This design comes from an exercise in tuning for small area, a short achievable clock period and few clock cycles on the open sky130 flow, not from production work. In this exercise RTL edits were held to simulation tests only and were not proved equivalent to the original. Power figures rest on the tool's default switching activity, not on a simulated workload.

## zinc
Design AYUMU, start of the top module:
module AYUMU(
	input CLK,
	input RST,
	input [31:0] INPUT,
	output [31:0] OUTPUT,
	output [15:0] IADDR,
	input [15:0] IDATA
);
reg        RUN;       
reg        HOLD;      
reg        TAKE;      
reg [15:0] NPC;       
reg        C_FLAG;
reg        F_FLAG;
reg        INSERV;    
reg [15:0] SAVED_PC;  
reg [8:0]  P_S;       
reg [8:0]  P_C;
reg [8:0]  P_D;
reg [7:0]  R   [0:15];
reg [7:0]  IO  [0:3];
reg [15:0] VEC [0:7];    
reg [7:0]  VSET;
reg [1:0]  ICFG [0:3];    
reg [6:0]  TCFG [0:3];    
assign OUTPUT = {IO[3], IO[2], IO[1], IO[0]};
assign IADDR = NPC;
integer i;
wire [15:0] w = IDATA;
wire f_alui = w[15];
wire f_01   = ~w[15] & w[14];
wire f_alur = f_01 & (w[9:8] == 2'b00);
wire f_cmp  = f_01 & (w[9:8] == 2'b01);
wire f_io   = f_01 & (w[9:8] == 2'b10);
wire f_mem  = f_01 & (w[9:8] == 2'b11);
wire f_x1   = ~w[15] & ~w[14] & w[12];
wire f_jmp  = f_x1 & (w[7:4] == 4'd0);
wire f_not  = f_x1 & (w[7:4] == 4'd1);
wire f_reti = f_x1 & (w[7:4] == 4'd2);
wire a_hi = w[15];
wire a_lo = ~w[15] & (~w[14] | (w[9] & ~w[8]));
wire [3:0] f_a  = a_hi ? w[11:8] : a_lo ? w[3:0] : w[7:4];
wire [3:0] f_b  = w[3:0];
wire [3:0] f_op = f_alui ? {1'b0, w[14:12]} : w[13:10];
wire f_alu2 = f_alui | f_alur;    
wire [15:0] f_opd = {16{f_alu2}} & (16'd1 << f_op);
wire f_mul  = f_opd[2] | f_opd[8];
wire f_jmpu = f_jmp & (w[9:8] == 2'b00);
wire f_jmpc = f_jmp & (w[9:8] == 2'b01);
wire f_ret  = f_reti | (f_jmp & (w[9:8] == 2'b10));
wire f_vsel = w[3:0] != 4'd0;
  ...
Size: roughly 7100 cells after synthesis, roughly 98 I/O pins.
Settings: LEC_CHECK=0, CAP_MARGIN=20, CORE_MARGIN=2, CORE_UTILIZATION=50, CTS_CLUSTER_DIAMETER=70, CTS_CLUSTER_SIZE=25, SLEW_MARGIN=20; clock period 10.0 ns.
standard.sh (not shown) runs the stock make flow with config.mk's settings and CLKGATE_MAP_FILE= SYNTH_SCRIPT=/design/flow/synth_recipe.tcl, a recipe that flattens the netlist after the stock synthesis.
==> flow/flow/run.sh <==
#!/bin/bash
set -o pipefail
bash standard.sh SETUP_SLACK_MARGIN=6.3 \
	"BUFFER_PORTS_ARGS=-buffer_cell sky130_fd_sc_hd__buf_4" finish > standard.log 2>&1
Testbench counts of zinc, summed over its fixed seeds: cycles 152,112.
Modified inputs, amber compared to zinc
Settings: a change of CTS_CLUSTER_DIAMETER from 70 to 80; a change of CTS_CLUSTER_SIZE from 25 to 30.
==> flow/flow/run.sh <==
#!/bin/bash
set -o pipefail
bash standard.sh SETUP_SLACK_MARGIN=6.4 \
	"BUFFER_PORTS_ARGS=-buffer_cell sky130_fd_sc_hd__buf_4" finish > standard.log 2>&1
==> run summary <==
Timing, DRC, antenna: 0 failures across amber and zinc. On slack of the critical path, zinc loses to amber. Diff amber and zinc: non-clock buffer count higher in amber. [amber] number of logic inverters in the finished layout rose 5 relative to zinc. amber reports a higher non-filler instance count after layout than zinc does. Looking at power after layout across amber and zinc, the one that comes out lower is amber. Summary of amber over zinc: design area went up; hold slack barely changed; worst slew slack as a fraction of its limit up 4.0 points; via count of the first global-routing pass climbed 370; overall via count from detail_route increased 1098. Sort amber and zinc by post-route fraction of the period consumed by the critical path, descending, and zinc comes first.

========
Another version of the RTL of AYUMU (not shown whole).
For scale: ~7100 cells after synthesis, about 2600 flip-flops, roughly 100000 um2 of cells after synthesis.
==> flow/config.mk <==
export PLATFORM = sky130hd
export DESIGN_NAME = AYUMU
export DESIGN_NICKNAME = AYUMU
export VERILOG_FILES = /design/flow/design.v
export SDC_FILE = /design/flow/constraint.sdc
export NUM_CORES = 4
export LEC_CHECK = 0
export CAP_MARGIN = 20
export CORE_MARGIN = 2
export CORE_UTILIZATION = 50
export CTS_CLUSTER_DIAMETER = 80
export CTS_CLUSTER_SIZE = 30
export SLEW_MARGIN = 20
==> flow/constraint.sdc <==
create_clock -name core_clock -period 10.0 [get_ports {CLK}]
set_input_delay 2.0000 -clock core_clock [delete_from_list [all_inputs] [get_ports {CLK}]]
set_output_delay 2.0000 -clock core_clock [all_outputs]
set_load 0.01 [all_outputs]
==> flow/flow/run.sh <==
#!/bin/bash
set -o pipefail
bash standard.sh SETUP_SLACK_MARGIN=6.25 \
	"BUFFER_PORTS_ARGS=-buffer_cell sky130_fd_sc_hd__buf_4" finish > standard.log 2>&1
Testbench counts at the start, summed over its fixed seeds: cycles 152,112.
Rerun with:
==> flow/flow/run.sh (replaced) <==
#!/bin/bash
set -o pipefail
bash standard.sh SETUP_SLACK_MARGIN=6.5 \
	"BUFFER_PORTS_ARGS=-buffer_cell sky130_fd_sc_hd__buf_4" finish > standard.log 2>&1
What happened:
- worst setup slack improved by 0.036 ns
- combinational power grows by 10%
- die area stays the same

========
Starting RTL as in the previous note.
Settings: LEC_CHECK=0, CAP_MARGIN=20, CORE_MARGIN=2, CORE_UTILIZATION=55, CTS_CLUSTER_DIAMETER=80, CTS_CLUSTER_SIZE=30, PLACE_DENSITY=0.65, SLEW_MARGIN=20; clock period 10.0 ns.
==> flow/flow/run.sh <==
#!/bin/bash
set -o pipefail
bash standard.sh SETUP_SLACK_MARGIN=6.4 \
	"BUFFER_PORTS_ARGS=-buffer_cell sky130_fd_sc_hd__buf_4" finish > standard.log 2>&1
The baseline completed without violations.
Testbench counts at the start, summed over its fixed seeds: cycles 152,112.
==> next run, changes <==
CORE_UTILIZATION = 50   (was 55)
PLACE_DENSITY = unset   (was 0.65)
=> Routed wire length drops by 2.9%. Combinational power drops by about 5%. Cell area drops by 0.83%. First-iteration DRC count drops by 6.4%. Via count drops by 2.3%. Total power climbs by 0.87%. Die area climbs by 9.9%. Clock-buffer cell count climbs by 29. Final cell count climbs by 2.4%. Hold slack is about the same.

## afterwards: timing with drivers on the ports
No port has a modelled driver above. Below, the same layouts with a new extraction and two added sets of constraints. Step 1 sets driving cells, clkbuf_16 on the clock port and buf_2 on the other inputs (assumed; they add their load-dependent delay and slew). Step 2 times the ports against the registers' clock, not the clock port: input delays grow and output delays shrink by t, the midpoint of the rising clock arrivals with the driver on. a / b / c = ideal / step 1 / step 2; a / b = the first two.
| run | t, ns | slack for setup (ns) | worst hold slack (ns) |
|---|---|---|---|
| zinc | 0.919 | 5.770 / 5.770 / 5.245 | 0.460 / 0.460 / 0.460 |
| amber | 0.928 | 6.068 / 6.068 / 5.440 | 0.462 / 0.462 / 0.462 |
| the first run of note 2 | 0.909 | 6.153 / 6.153 / 5.338 | 0.458 / 0.458 / 0.458 |
| the second run of note 2 | 0.910 | 6.189 / 6.189 / 5.515 | 0.463 / 0.463 / 0.463 |
| the first run of note 3 | 0.895 | 5.956 / 5.956 / 5.512 | 0.459 / 0.459 / 0.459 |
| the second run of note 3 | 0.932 | 6.217 / 6.217 / 5.389 | 0.457 / 0.457 / 0.457 |
After both steps every run listed still meets setup and hold. For the second run of note 3, which loses most, drivers alone change the setup slack by 0.000 ns; drivers and shift together by -0.828 ns.
